Source: an optimization exercise on an open RTL-to-GDS flow (aim: small area, a short achievable clock period and few clock cycles per item). Production flows keep margins and buffers that such runs may drop.
No run shown here included a check of the RTL's function; only the layout flow was run.

## flow/config.mk

```make
export PLATFORM = sky130hd
export DESIGN_NAME = ysyx_22040228multiplier
export DESIGN_NICKNAME = ysyx_22040228multiplier
export VERILOG_FILES = /design/flow/design.v
export SDC_FILE = /design/flow/constraint.sdc
export NUM_CORES = 4
export LEC_CHECK = 0
export CAP_MARGIN = 20
export CORE_MARGIN = 2
export CORE_UTILIZATION = 40
export PLACE_DENSITY = 0.6
export SLEW_MARGIN = 20
```

## flow/run.sh

```bash
#!/bin/bash
# synth_recipe.tcl (not shown) runs the flow's synth.tcl, then flattens the netlist and writes it again
# the make line also repeats each setting of config.mk as NAME=value (left out here)
make -C /OpenROAD-flow-scripts/flow DESIGN_CONFIG=/design/flow/config.mk WORK_HOME=/design/flow/orfs CLKGATE_MAP_FILE= SYNTH_SCRIPT=/design/flow/synth_recipe.tcl finish
```

## flow/design.v

```verilog
module ysyx_22040228multiplier (
    input  wire        clk,
    input  wire        rst,
    input  wire        mult_ready,
    input  wire [7:0]  inst_opcode,
    input  wire [63:0] mult_op1,
    input  wire [63:0] mult_op2,
    output wire [63:0] product_val,
    output wire        mult_finish
);
    localparam K  = 8;               
    localparam G  = 64 / K + 1;      
    localparam GW = 4;               
    localparam W  = 65 + K;          
    wire op_mul    = (inst_opcode == 8'b00001110);
    wire op_mulh   = (inst_opcode == 8'b00011100);
    wire op_mulhsu = (inst_opcode == 8'b00111000);
    wire op_mulhu  = (inst_opcode == 8'b01110000);
    wire op_mulw   = (inst_opcode == 8'b11100000);
    wire lowmode   = op_mul | op_mulw;           
    wire sa        = ~op_mulhu;
    wire sb        = ~(op_mulhu | op_mulhsu);
    wire [64:0] a65 = op_mulw ? {{33{mult_op1[31]}}, mult_op1[31:0]} : {sa & mult_op1[63], mult_op1};
    wire [64:0] b65 = op_mulw ? {{33{mult_op2[31]}}, mult_op2[31:0]} : {sb & mult_op2[63], mult_op2};
    wire [G-1:0] fits_a, fits_b;
    genvar gi;
    generate
        for (gi = 1; gi <= G; gi = gi + 1) begin : g_fit
            if (gi * K >= 65) begin : g_all
                assign fits_a[gi-1] = 1'b1;
                assign fits_b[gi-1] = 1'b1;
            end else begin : g_chk
                assign fits_a[gi-1] = (&a65[64:gi*K-1]) | ~(|a65[64:gi*K-1]);
                assign fits_b[gi-1] = (&b65[64:gi*K-1]) | ~(|b65[64:gi*K-1]);
            end
        end
    endgenerate
    wire swap = |(fits_a & ~fits_b);
    wire [64:0] mp = swap ? a65 : b65;
    wire [64:0] mc = swap ? b65 : a65;
    wire [G-1:0] fits = swap ? fits_a : fits_b;
    reg [GW-1:0] nm1;
    integer i;
    always @(*) begin
        nm1 = G - 1;
        for (i = G - 1; i >= 1; i = i - 1)
            if (fits[i-1]) nm1 = i - 1;
    end
    wire [G*K+1:0] mpx = {{(G*K+1-65){mp[64]}}, mp, 1'b0};
    function [K:0] grp;
        input [GW-1:0] g;
        integer j;
        begin
            grp = {(K+1){1'b0}};
            for (j = 0; j < G; j = j + 1)
                if (g == j) grp = mpx[j*K +: K+1];
        end
    endfunction
    reg          busy;      
    reg          stepping;  
    reg          fin;
    reg          first;     
    reg          lsb;       
    reg [GW-1:0] cur;       
    reg [GW-1:0] last_r;    
    reg [K:0]    grp_r;
    reg [64:0]   mc_r;
    reg [W-1:0]  acc;
    wire start = mult_ready & ~busy;
    wire is_last = lsb ? (cur == last_r) : (cur == {GW{1'b0}});
    wire [GW-1:0] nxt = lsb ? cur + 1'b1 : cur - 1'b1;
    wire [GW-1:0] first_idx = lowmode ? nm1 : {GW{1'b0}};
    always @(posedge clk) begin
        if (rst) begin
            busy     <= 1'b0;
            stepping <= 1'b0;
            fin      <= 1'b0;
        end else if (start) begin
            busy     <= 1'b1;
            stepping <= 1'b1;
            fin      <= 1'b0;
        end else if (busy) begin
            if (fin | ~mult_ready) begin
                busy     <= 1'b0;
                stepping <= 1'b0;
                fin      <= 1'b0;
            end else if (stepping & is_last) begin
                stepping <= 1'b0;
                fin      <= 1'b1;
            end
        end
    end
    always @(posedge clk) begin
        mc_r  <= mc;
        first <= start;
        if (start) begin
            lsb    <= ~lowmode;
            cur    <= first_idx;
            last_r <= nm1;
            grp_r  <= grp(first_idx);
        end else begin
            cur    <= nxt;
            grp_r  <= grp(nxt);
        end
    end
    wire [W-1:0] mcx = {{(W-65){mc_r[64]}}, mc_r};
    reg  [W-1:0] ppsum;
    reg  [W-1:0] negv;
    integer d;
    reg [2:0] bd;
    reg [W-1:0] sel;
    reg b_one, b_two, b_neg;
    always @(*) begin
        ppsum = {W{1'b0}};
        negv  = {W{1'b0}};
        for (d = 0; d < K / 2; d = d + 1) begin
            bd    = grp_r[2*d +: 3];
            b_neg = bd[2];
            b_one = bd[1] ^ bd[0];
            b_two = (bd == 3'b011) | (bd == 3'b100);
            sel   = ({W{b_one}} & mcx) | ({W{b_two}} & (mcx << 1));
            ppsum = ppsum + (({W{b_neg}} ^ sel) << (2 * d));
            negv[2*d] = b_neg;
        end
    end
    wire [W-1:0] x = first ? {W{1'b0}} :
                     lsb   ? {{K{acc[W-1]}}, acc[W-1:K]} :
                             {acc[W-1-K:0], {K{1'b0}}};
    wire [W-1:0] s = x + ppsum + negv;
    always @(posedge clk) acc <= s;
    wire [GW-1:0] u = (64 / K) - last_r;               
    wire signed [W-1:0] accs = acc;
    wire signed [W-1:0] hi = accs >>> (u * K);
    assign product_val = op_mul  ? acc[63:0] :
                         op_mulw ? {{32{acc[31]}}, acc[31:0]} :
                         (op_mulh | op_mulhsu | op_mulhu) ? hi[63:0] : 64'd0;
    assign mult_finish = fin;
endmodule
```

## flow/constraint.sdc

```tcl
create_clock -name core_clock -period 6.5 [get_ports {clk}]
set_input_delay 1.3000 -clock core_clock [delete_from_list [all_inputs] [get_ports {clk}]]
set_output_delay 1.3000 -clock core_clock [all_outputs]
set_load 0.01 [all_outputs]
```

==> flow_summary.json, run 1 <==
{
  "grt_pass1_vias": 25200,
  "drt_pass1_iterations": 9,
  "grt_max_degree": 84,
  "met2_length_mm": 43.4,
  "synth_fa_ha_area_frac": 0.228,
  "dr.first_iter.drc_count": 3191,
  "hold_violations": 0,
  "slew_headroom": 0.251,
  "synthTopCellsByCount": "390 x nand2_1, 260 x a22oi_1, 251 x xnor2_1, 248 x inv_1, 207 x nor2_1",
  "avgRoutedWirePerCell_um": 23.2,
  "synth-warning-count": 1,
  "syn_inst": 3367,
  "start_util": 0.406,
  "synthMostInstantiatedCell": "nand2_1",
  "die_w_um": 263,
  "drive_gt1_frac": 0.107,
  "ys_seq_elements": 160,
  "max_freq_mhz": 161,
  "cp.arrival_ps": 6580,
  "synthMuxAreaShare": 0.0818,
  "num_vias": 26400,
  "slew_violations": 0,
  "max_slew.worst_pin.slew_ps": 1120,
  "top_layer_used": "met5",
  "postSynthAreaPerCell_sq_um": 7.96,
  "core_area_sq_mm": 0.0660,
  "met1_length_mm": 45.1,
  "num_rows": 94,
  "grt_usage": 0.288,
  "port_buffers": 203,
  "worstPathRequired_ps": 6860,
  "start_kind": "input port",
  "cts_tree": "yes",
  "antenna_found_initial": 2,
  "hold_class": "flop to flop",
  "routed_wl_mm": 101,
  "ys_seq_area_frac": 0.121,
  "clkTransAtPathRegs_ps": 60,
  "h-tree-depth": 4,
  "die_area_sq_mm": 0.0691,
  "clock-sinks": 160,
  "grt_pass1_wl_mm": 156,
  "setup_viol": 0,
  "die_y_um": 263,
  "end_kind": "flop",
  "place_congestion": 1.04,
  "cp_max_fo": 38,
  "synth.area.top_cells": "fa_1 15%, dfxtp_1 12%, xnor2_1 8.2%, ha_1 7.4%, a22oi_1 7.3%",
  "worstSetupPathType": "input port to flop",
  "status": "timing/DRC/antenna clean",
  "synth_compound_area_frac": 0.229,
  "synth_edf_count": 5,
  "wl_met3_mm": 8.78,
  "synthArstFlopShare": 0,
  "cts.path.max_buffers": 2,
  "nNetsFinal": 4010,
  "num_io_pins": 204,
  "area_growth_pct": 16.6,
  "ant_nets": 0,
  "synth_top_family_by_area": "compound AO/OA/AOI/OAI gates",
  "viasPerCell": 6.02,
  "yosys.area_share.simple": 0.147,
  "synthXorXnorAreaFrac": 0.112,
  "netlist_area_sq_mm": 0.0268,
  "fin_crit_ps": 6230,
  "grt_overflow": 0,
  "r2r_slack_ps": 320,
  "drc": 0,
  "synthFlopType": "dfxtp_1",
  "yosys.area.top_type": "fa_1",
  "holdWs_ps": 496,
  "drv_cap": 0,
  "antenna_cells": 0,
  "postCtsHoldBufs": 0,
  "synthesis.nets": 3871,
  "dp_hpwl_mm": 80.6,
  "cts_buffers": 17,
  "rsz0062_at_grt": "no",
  "clkLatencyLatePin_ps": 450,
  "fin_crit_sh": 0.958,
  "synth_top_area_frac": 0.154,
  "root_buffer": "clkbuf_16",
  "skew_ps": 13.5,
  "ys_types": 88
}
cell type report:
class	instances	area, sq um
tap	864	1080
fill	6417	34800
sequential	160	3260
timing repair buffer	413	3790
clock buffer	22	454
multi-input combinational	2662	21600
clock inverter	9	136
inverter	252	946
cell usage in the layout (no fill, tap or decap), types with 42 or more instances in the layout:
cell             netlist  final
fa_1                 206    206
a22oi_1              260    260
xnor2_1              251    249
o21ai_0              130    128
nand4_1               46     46
a21o_1                48     48
nand2_1              390    390
buf_4                  5    191
ha_1                 159    154
a21oi_1              176    175
dfxtp_1              155    150
a31oi_1               66     65
nor2_1               207    206
mux2i_1              112    112
xor2_1                91     89
nand3_1               43     42
inv_1                248    248
mux2_2                47     46
clkdlybuf4s50_1        0    203
path summary, 6_finish.rpt:
kind                   from  cells after the start       end
max          inst_opcode[7]                     20  grp_r[4]
min                stepping                      2  stepping
max reg2reg        grp_r[6]                     26   acc[66]
min reg2reg        stepping                      2  stepping
cell families (layout without fill, tap and decap cells):
kind of cell | count (synthesis) | after routing
AO/OA/AOI/OAI | 904 | 904
AND/OR/NAND/NOR | 868 | 868
buffers and inverters | 545 | 696
adder cells (fa/ha/maj) | 365 | 365
XOR/XNOR | 342 | 342
multiplexers | 183 | 183
flip-flops | 160 | 160
layer usage:
metal,GRT usage,vias up
met5,0,-
met4,0.119,2
met3,0.0457,219
met2,0.431,1425
met1,0.411,12600
li1,-,12100
registers in the layout, indices dropped and copies added, names as in the netlist:
name      count
acc          73
busy          1
cur           4
fin           1
first         1
grp_r         9
last_r        4
lsb           1
mc_r         65
stepping      1
timing repair:
action | in CTS | in global routing
resized for setup | 0 | 26
setup buffers | 0 | 2
endpoints found under the setup margin | 0 | 25
metrics by stage:
step | utilization | TNS, ps | worst slack (ps) | cells | area, sq um
final | 0.473 | 0 | 274 | 4382 | 31200
after global routing | 0.473 | 0 | 3.82 | 4382 | 31200
after CTS | 0.471 | 0 | 21.3 | 4380 | 31100
after detailed placement | 0.462 | -2110 | -338 | 4349 | 30500
after global placement | 0.462 | -2250 | -349 | 4349 | 30500
after floorplan | - | 0 | 27.4 | 3367 | 26800
worst max-delay path, stage by stage:
cell and delay (ps):
clkdlybuf4s50_1 500, buf_4 160, or4bb_1 470, or2_2 320, a21oi_1 200, ha_1 220
nand4b_1 120, or3_4 390, a2111oi_4 330, a211oi_1 120, a2111o_1 480, nor3_4 260
buf_4 200, buf_4 170, o21ai_2 80, buf_12 190, a31oi_1 520, mux2_2 280
a21oi_1 70, a22oi_1 200
==> run 2: changes to the inputs <==
--- a/flow/config.mk
+++ b/flow/config.mk
@@ -11,2 +11,4 @@
 export PLACE_DENSITY = 0.6
+export SETUP_SLACK_MARGIN = 2.5
 export SLEW_MARGIN = 20
+export TNS_END_PERCENT = 100
==> run 2 against run 1 <==
Against the previous run:
- still clean
- die area unchanged
- critical path depth grew 5
- wire length up 14%
- area after synthesis unchanged
- flip-flop and latch count unchanged
- design area increased by 19%
- largest cell class unchanged
==> flow_summary.json, run 2 <==
{
  "start_util": 0.406,
  "die_w_um": 263,
  "port_buffers": 203,
  "postSynthAreaPerCell_sq_um": 7.96,
  "h-tree-depth": 4,
  "dr.first_iter.drc_count": 3247,
  "cts.path.max_buffers": 2,
  "ys_seq_area_frac": 0.121,
  "drv_cap": 0,
  "min-delay-start": "stepping",
  "viasPerCell": 6.18,
  "synthFlopType": "dfxtp_1",
  "grt_overflow": 0,
  "yosys.area.top_type": "fa_1",
  "regToRegEndpoint": "acc[65]",
  "max_slew.worst_pin.slew_ps": 1000,
  "r2r_slack_ps": 440,
  "clkLatencyLatePin_ps": 500,
  "root_buffer": "clkbuf_16",
  "worst_slack_ps": 439,
  "nNetsFinal": 4209,
  "synthMuxAreaShare": 0.0818,
  "synth_compound_area_frac": 0.229,
  "ant_nets": 0,
  "fin_crit_ps": 6060,
  "whs_path_depth": 2,
  "largest_reg_flops": 73,
  "worstPathRequired_ps": 6910,
  "clock-sinks": 160,
  "antenna_cells": 0,
  "grt_pass1_wl_mm": 172,
  "synthMostInstantiatedCell": "nand2_1",
  "grt_usage": 0.321,
  "synth_fa_ha_area_frac": 0.228,
  "end_kind": "flop",
  "routed_wl_mm": 116,
  "clkTransAtPathRegs_ps": 80,
  "hold_class": "flop to flop",
  "die_area_sq_mm": 0.0691,
  "grt_pass1_vias": 27300,
  "synthArstFlopShare": 0,
  "num_rows": 94,
  "final_cell_mix": "310 x nand2_1, 239 x inv_1, 227 x xnor2_1",
  "netlist_area_sq_mm": 0.0268,
  "slew_headroom": 0.333,
  "place_congestion": 1.02,
  "drc": 0,
  "worstSetupPathType": "flop to flop",
  "core_area_sq_mm": 0.0660,
  "area_growth_pct": 38.4,
  "reg2reg_from": "grp_r[5]",
  "layout_commonest_cell": "nand2_1",
  "rsz0062_at_grt": "yes",
  "synthXorXnorAreaFrac": 0.112,
  "synthesis.nets": 3871,
  "synth_top_area_frac": 0.154,
  "synth.area.top_cells": "fa_1 15%, dfxtp_1 12%, xnor2_1 8.2%, ha_1 7.4%, a22oi_1 7.3%",
  "fin_crit_sh": 0.932,
  "synth-warning-count": 1,
  "postCtsHoldBufs": 0,
  "fill_cells": 5822,
  "skew_ps": 17.1,
  "synth_top_family_by_area": "compound AO/OA/AOI/OAI gates",
  "top_regs": "acc x73, mc_r x65, grp_r x9",
  "grt_max_degree": 62,
  "cts_tree": "yes",
  "dp_hpwl_mm": 83.6,
  "slew_violations": 0,
  "drt_pass1_iterations": 6,
  "yosys.area_share.simple": 0.147,
  "cp.arrival_ps": 6470,
  "avgRoutedWirePerCell_um": 25.3,
  "drive_gt1_frac": 0.306,
  "fin_tns_setup_ps": 0,
  "reg2regPathDepth": 25,
  "setup_viol": 0,
  "start_kind": "flop",
  "num_vias": 28300,
  "hold_violations": 0,
  "dp_slack_ps": 95.6,
  "syn_inst": 3367,
  "status": "timing/DRC/antenna clean",
  "synth_edf_count": 5,
  "min_to": "stepping",
  "num_io_pins": 204,
  "ys_types": 88,
  "die_y_um": 263,
  "cts_buffers": 17,
  "max_freq_mhz": 165,
  "synthTopCellsByCount": "390 x nand2_1, 260 x a22oi_1, 251 x xnor2_1, 248 x inv_1, 207 x nor2_1",
  "cp_max_fo": 8,
  "antenna_found_initial": 0,
  "ys_seq_elements": 160,
  "regMostFlops": "acc"
}
## run 2: changes by cell type in the layout (fill, tap and decap cells not counted), moves of 35 or more
cell | before | now
nand2_1 | 390 | 310
nand2_2 | 0 | 47
buf_6 | 6 | 144
o21ai_0 | 128 | 69
a21oi_1 | 175 | 106
buf_2 | 0 | 50
a22oi_1 | 260 | 214
clkdlybuf4s50_1 | 203 | 131
a21oi_2 | 2 | 56
a22oi_2 | 0 | 46
ha_1 | 154 | 119
a31oi_1 | 65 | 30
## run 2: worst max-delay path by stage
stage	start	endpoint	slack [ps]	depth (start not counted)
floorplan	grp_r[4]	acc[68]	470	27
global placement	inst_opcode[1]	grp_r[2]	80	21
detailed placement	inst_opcode[0]	grp_r[6]	100	21
CTS	grp_r[6]	acc[69]	510	25
global route	grp_r[4]	acc[69]	320	25
finish	grp_r[5]	acc[65]	440	25
## run 2: per-layer routing
layer  share of wire  global-route usage
met1            0.42               0.441
met2            0.44               0.483
met3           0.087              0.0540
met4           0.053               0.165
met5               0                   0
## run 2: metrics by stage
stage,utilization,instance area (sq um),cells,hold WS (ps)
after detailed placement,0.471,31100,4309,477
after floorplan,-,28200,3367,450
after CTS,0.526,34700,4499,493
final,0.562,37100,4582,486
after global placement,0.471,31100,4309,473
after global routing,0.562,37100,4582,540
## run 2: critical path, stage by stage, from the launching register on
cell	delay, ps
dfxtp_4	390
inv_1	70
ha_4	170
mux2_4	280
buf_6	150
buf_12	140
buf_8	130
buf_4	140
a22oi_1	160
xnor2_1	170
fa_2	500
fa_1	490
inv_1	50
fa_1	480
ha_4	320
nand4_1	170
or4_4	580
o211ai_1	230
buf_4	170
a21o_1	170
a21o_1	160
and4_4	250
buf_6	110
o21ai_0	90
nor3b_2	170
xnor2_1	220
## run 2: final cells by class
cell class	count	area, sq um	area share
Inverter	252	968	0.0261
Timing Repair Buffer	605	6120	0.165
Clock inverter	12	121	0.00327
Sequential cell	160	3280	0.0885
Multi-Input combinational cell	2669	25000	0.675
Tap cell	864	1080	0.0292
Clock buffer	20	478	0.0129
## run 2: cell families (layout without fill, tap and decap cells)
group / Yosys count / after routing
compound gates: 904 / 905
simple gates: 868 / 868
buf+inv: 545 / 889
fa+ha+maj: 365 / 365
xor+xnor: 342 / 343
mux: 183 / 188
flops: 160 / 160
## run 2: timing repair
action / 4_1_cts / 5_1_grt
endpoints found under the setup margin: 211 / 212
cloned: 21 / 2
pin swaps: 166 / 214
setup buffers: 137 / 81
resized for setup: 651 / 384

port drivers added, routing unchanged:
Ports are ideal in the flow. The routed layouts listed here were re-timed in OpenROAD. Step 1 sets driving cells, clkbuf_16 on the clock port and buf_2 on the other inputs (assumed; they add their load-dependent delay and slew). Step 2 moves the port delays by t, midway between the first and last clock arrival at a register: inputs arrive t later, outputs are due t later. That takes back most of the time a late clock gives input paths. Three values: ideal, step 1, step 2; two values: the first two.
run	t (ns)	setup slack, ns	hold slack, ns	worst register clock-pin slew, ns	pins driven straight from the clock port
run 1	0.504	0.274 / 0.308 / -0.195	0.496 / 0.496 / 0.496	0.07 / 0.07	1
run 2	0.555	0.439 / 0.439 / 0.397	0.486 / 0.486 / 0.486	0.08 / 0.08	1
With both steps, setup timing fails in run 1, where it was met with ideal ports. For run 1, which loses most, drivers alone change the setup slack by +0.034 ns; drivers and shift together by -0.469 ns.
